This is an optimization exercise on Yosys and OpenROAD, whose aim is small area and a short achievable clock period, not a production implementation. In this exercise RTL edits were held to simulation tests only and were not proved equivalent to the original. The clock input has no modelled driver; a real chip could not lean on it and would need a root buffer or a full tree. Power and IR drop assume default switching activity.

==> flow/design.v (excerpt) <==
module fifo_top (
    input         clk,
    input         rst,         
    input  [63:0] inputs,
    input         in_vld,
    output        fifo_rdy,
    output [63:0] outputs,
    output        fifo_vld,
    input         mac_rdy
  );
  fifo #(.WORD_L(8), .DEPTH(8), .PORT_L(8)) u_fifo (
    .clk      (clk),
    .rst      (rst),
    .inputs   (inputs),
    .in_vld   (in_vld),
    .fifo_rdy (fifo_rdy),
    .outputs  (outputs),
    .fifo_vld (fifo_vld),
    .mac_rdy  (mac_rdy)
  );
endmodule
For scale: ~540 flip-flops, about 19,000 sq um of cells after synthesis.
==> flow/config.mk <==
export PLATFORM = sky130hd
export DESIGN_NAME = fifo_top
export DESIGN_NICKNAME = fifo_top
export VERILOG_FILES = /design/flow/design.v
export SDC_FILE = /design/flow/constraint.sdc
export NUM_CORES = 4
export LEC_CHECK = 0
export CAP_MARGIN = 20
export CORE_MARGIN = 2
export CORE_UTILIZATION = 60
export SETUP_SLACK_MARGIN = 2.8
export SLEW_MARGIN = 20
==> flow/constraint.sdc <==
create_clock -name core_clock -period 4.5 [get_ports {clk}]
set_input_delay 0.9000 -clock core_clock [delete_from_list [all_inputs] [get_ports {clk}]]
set_output_delay 0.9000 -clock core_clock [all_outputs]
set_load 0.01 [all_outputs]
standard.sh (not shown) runs the stock make flow with config.mk's settings and CLKGATE_MAP_FILE= SYNTH_SCRIPT=/design/flow/synth_recipe.tcl, a recipe that flattens the netlist after the stock synthesis.
==> flow/flow/run.sh <==
#!/bin/bash
# Standard layout (the standard.sh, standard synthesis unchanged) with
# three changes:
#  - port buffers are buf_2 cells instead of the slow clkdlybuf4s50_1 that
#    buffer_ports picks by default;
#  - after global placement, flow/outff.tcl moves each flip-flop that drives
#    an output port buffer next to that buffer (detailed placement legalizes);
#  - the clock tree is a balanced two-level inverter tree built by
#    flow/mycts.tcl in place of clock_tree_synthesis.
set -euo pipefail
export MYCTS_LEAF_SIZE=20
export MYCTS_MID=4
export MYCTS_BUF=sky130_fd_sc_hd__clkinv_8
export MYCTS_MIDBUF=sky130_fd_sc_hd__clkinv_16
export OUTFF_MOVE_BUF=1
bash standard.sh \
  "BUFFER_PORTS_ARGS=-buffer_cell sky130_fd_sc_hd__buf_2" \
  "POST_GLOBAL_PLACE_TCL=$PWD/flow/outff.tcl" \
  "PRE_CTS_TCL=$PWD/flow/mycts.tcl" \
  finish > standard.log 2>&1
==> flow/flow/outff.tcl <==
# After global placement: move each flip-flop that drives an output port's
# buffer next to that buffer, so the flop's output wire is short. Detailed
# placement legalizes the moved cells afterwards.
proc move_output_flops {} {
  set block [ord::get_db_block]
  set die [$block getDieArea]
  set cx [expr {([$die xMin] + [$die xMax]) / 2.0}]
  set cy [expr {([$die yMin] + [$die yMax]) / 2.0}]
  set step [expr {[info exists ::env(OUTFF_STEP_UM)] ? $::env(OUTFF_STEP_UM) : 6.0}]
  set step [expr {$step * [$block getDbUnitsPerMicron]}]
  set moved 0
  foreach bt [$block getBTerms] {
    if {[$bt getIoType] != "OUTPUT"} continue
    set net [$bt getNet]
    if {$net == "NULL"} continue
    set buf ""
    foreach it [$net getITerms] {
      if {[$it isOutputSignal]} { set buf [$it getInst] }
    }
    if {$buf == ""} continue
    set ff ""
    foreach it [$buf getITerms] {
      if {[$it isInputSignal]} {
        set n [$it getNet]
        if {$n == "NULL"} continue
        foreach j [$n getITerms] {
          if {[$j isOutputSignal] && [[[$j getInst] getMaster] isSequential]} { set ff [$j getInst] }
        }
      }
    }
    if {$ff == ""} continue
    if {[info exists ::env(OUTFF_MOVE_BUF)] && $::env(OUTFF_MOVE_BUF)} {
      # keep the flip-flop, bring the port buffer to it
      lassign [$ff getLocation] fx fy
      $buf setLocation [expr {int($fx + $step)}] $fy
      incr moved
      continue
    }
    lassign [$buf getLocation] bx by
    set dx [expr {$cx - $bx}]; set dy [expr {$cy - $by}]
    set d [expr {hypot($dx, $dy)}]
    if {$d < 1} continue
    set x [expr {int($bx + $step * $dx / $d)}]
    set y [expr {int($by + $step * $dy / $d)}]
    $ff setLocation $x $y
    incr moved
  }
  puts "outff: moved $moved output flip-flops next to their port buffers"
}
move_output_flops
Other scripts of this flow, unchanged in this note and not shown: flow/flow/mycts.tcl
The baseline passed the timing, DRC and antenna checks.
Rerun with:
--- a/flow/flow/run.sh
+++ b/flow/flow/run.sh
@@ -15 +14,0 @@
-export OUTFF_MOVE_BUF=1
@@ -19,0 +19 @@
+  "IO_CONSTRAINTS=$PWD/flow/io.tcl" \
==> flow/flow/io.tcl (new file) <==
# Pin sides: the producer side (data in, in_vld, rst) on the left edge and the
# consumer side (data out, fifo_vld, fifo_rdy, mac_rdy) on the right edge, so
# each bit's storage sits in a row between its input and output pins.
set_io_pin_constraint -pin_names {inputs[*] in_vld rst} -region left:*
set_io_pin_constraint -pin_names {outputs[*] fifo_vld fifo_rdy mac_rdy} -region right:*
--- a/flow/flow/outff.tcl
+++ b/flow/flow/outff.tcl
@@ -32,7 +31,0 @@
-    if {[info exists ::env(OUTFF_MOVE_BUF)] && $::env(OUTFF_MOVE_BUF)} {
-      # keep the flip-flop, bring the port buffer to it
-      lassign [$ff getLocation] fx fy
-      $buf setLocation [expr {int($fx + $step)}] $fy
-      incr moved
-      continue
-    }
What happened: The new run finished with timing, DRC and antenna clean; critical path depth climbs by 2; die area stays the same; core utilization climbs by 1.3 points; fmax is lower by 0.71%; sequential share of layout area goes down by 1.4 points; register-to-register slack is worse by 0.08 ns; first-iteration DRC count grows by 49%; power went up by 0.52%; worst setup slack loses 0.013 ns.
Rerun with:
--- a/flow/flow/run.sh
+++ b/flow/flow/run.sh
@@ -19 +18,0 @@
-  "IO_CONSTRAINTS=$PWD/flow/io.tcl" \
--- a/flow/config.mk
+++ b/flow/config.mk
@@ -10 +10 @@
-export CORE_UTILIZATION = 60
+export CORE_UTILIZATION = 70
removed: flow/flow/io.tcl
Global-route usage went down by 1.0 points.
Clock power went down by about 3%.
Power went down by 1.6%.
Worst hold slack loses 0.017 ns.
Synthesized cell count does not change.
Worst setup slack gains 0.028 ns.
Rerun with:
--- a/flow/config.mk
+++ b/flow/config.mk
@@ -10,2 +10,2 @@
-export CORE_UTILIZATION = 70
-export SETUP_SLACK_MARGIN = 2.8
+export CORE_UTILIZATION = 60
+export SETUP_SLACK_MARGIN = 2.9
Result: Setup slack gets worse by 0.059 ns; total power goes up slightly; worst hold slack is worse by 0.031 ns; flip-flop and latch count does not change; sequential power hardly moves; register-to-register slack improves by 0.06 ns; clock skew climbs by 0.019 ns; fmax came out lower by a few percent; cell area rises by a few percent.
Rerun with:
--- a/flow/config.mk
+++ b/flow/config.mk
@@ -11 +11 @@
-export SETUP_SLACK_MARGIN = 2.9
+export SETUP_SLACK_MARGIN = 3.0
The new run passed the timing, DRC and antenna checks.
Die area does not change.
Total power is higher by 0.66%.
First-iteration DRC count came out higher by 12%.
Core utilization grows by 2.7 points.
Worst setup slack improved by 0.035 ns.
Global-route usage came out higher by 0.72 points.
In every run of this note, the design's own scripts or RTL, not TritonCTS, make the clock network.

-- what the ideal ports hide --
How much do the figures lean on ideal ports? The routed layouts below were timed once more, with nothing changed but the port constraints.
Step 1: set_driving_cell puts a clkbuf_16 on clk and a buf_2 on each other input, an assumption about the parent block.
Step 2, shift: input delay + t, output delay - t, t = (earliest + latest rising clock arrival at the registers) / 2. This alone moves slack from input paths to output paths.
Three values: ideal, step 1, step 2; two values: the first two.
| run | shift t [ns] | slack for setup (ns) | worst setup path after step 2 | latest minus earliest clock arrival (ns) | slew at the worst register clock pin (ns) |
|---|---|---|---|---|---|
| the first run | 0.459 | 2.745 / 2.590 / 2.468 | input to register | 0.045 / 0.044 | 0.09 / 0.09 |
| the second run | 0.476 | 2.732 / 2.526 / 2.463 | input to register | 0.051 / 0.050 | 0.09 / 0.09 |
| the third run | 0.456 | 2.761 / 2.558 / 2.503 | input to register | 0.051 / 0.048 | 0.09 / 0.09 |
| the fourth run | 0.469 | 2.701 / 2.548 / 2.430 | input to register | 0.066 / 0.062 | 0.08 / 0.09 |
| the fifth run | 0.472 | 2.737 / 2.538 / 2.460 | input to register | 0.069 / 0.068 | 0.09 / 0.09 |
After both steps every run listed still meets setup and hold.
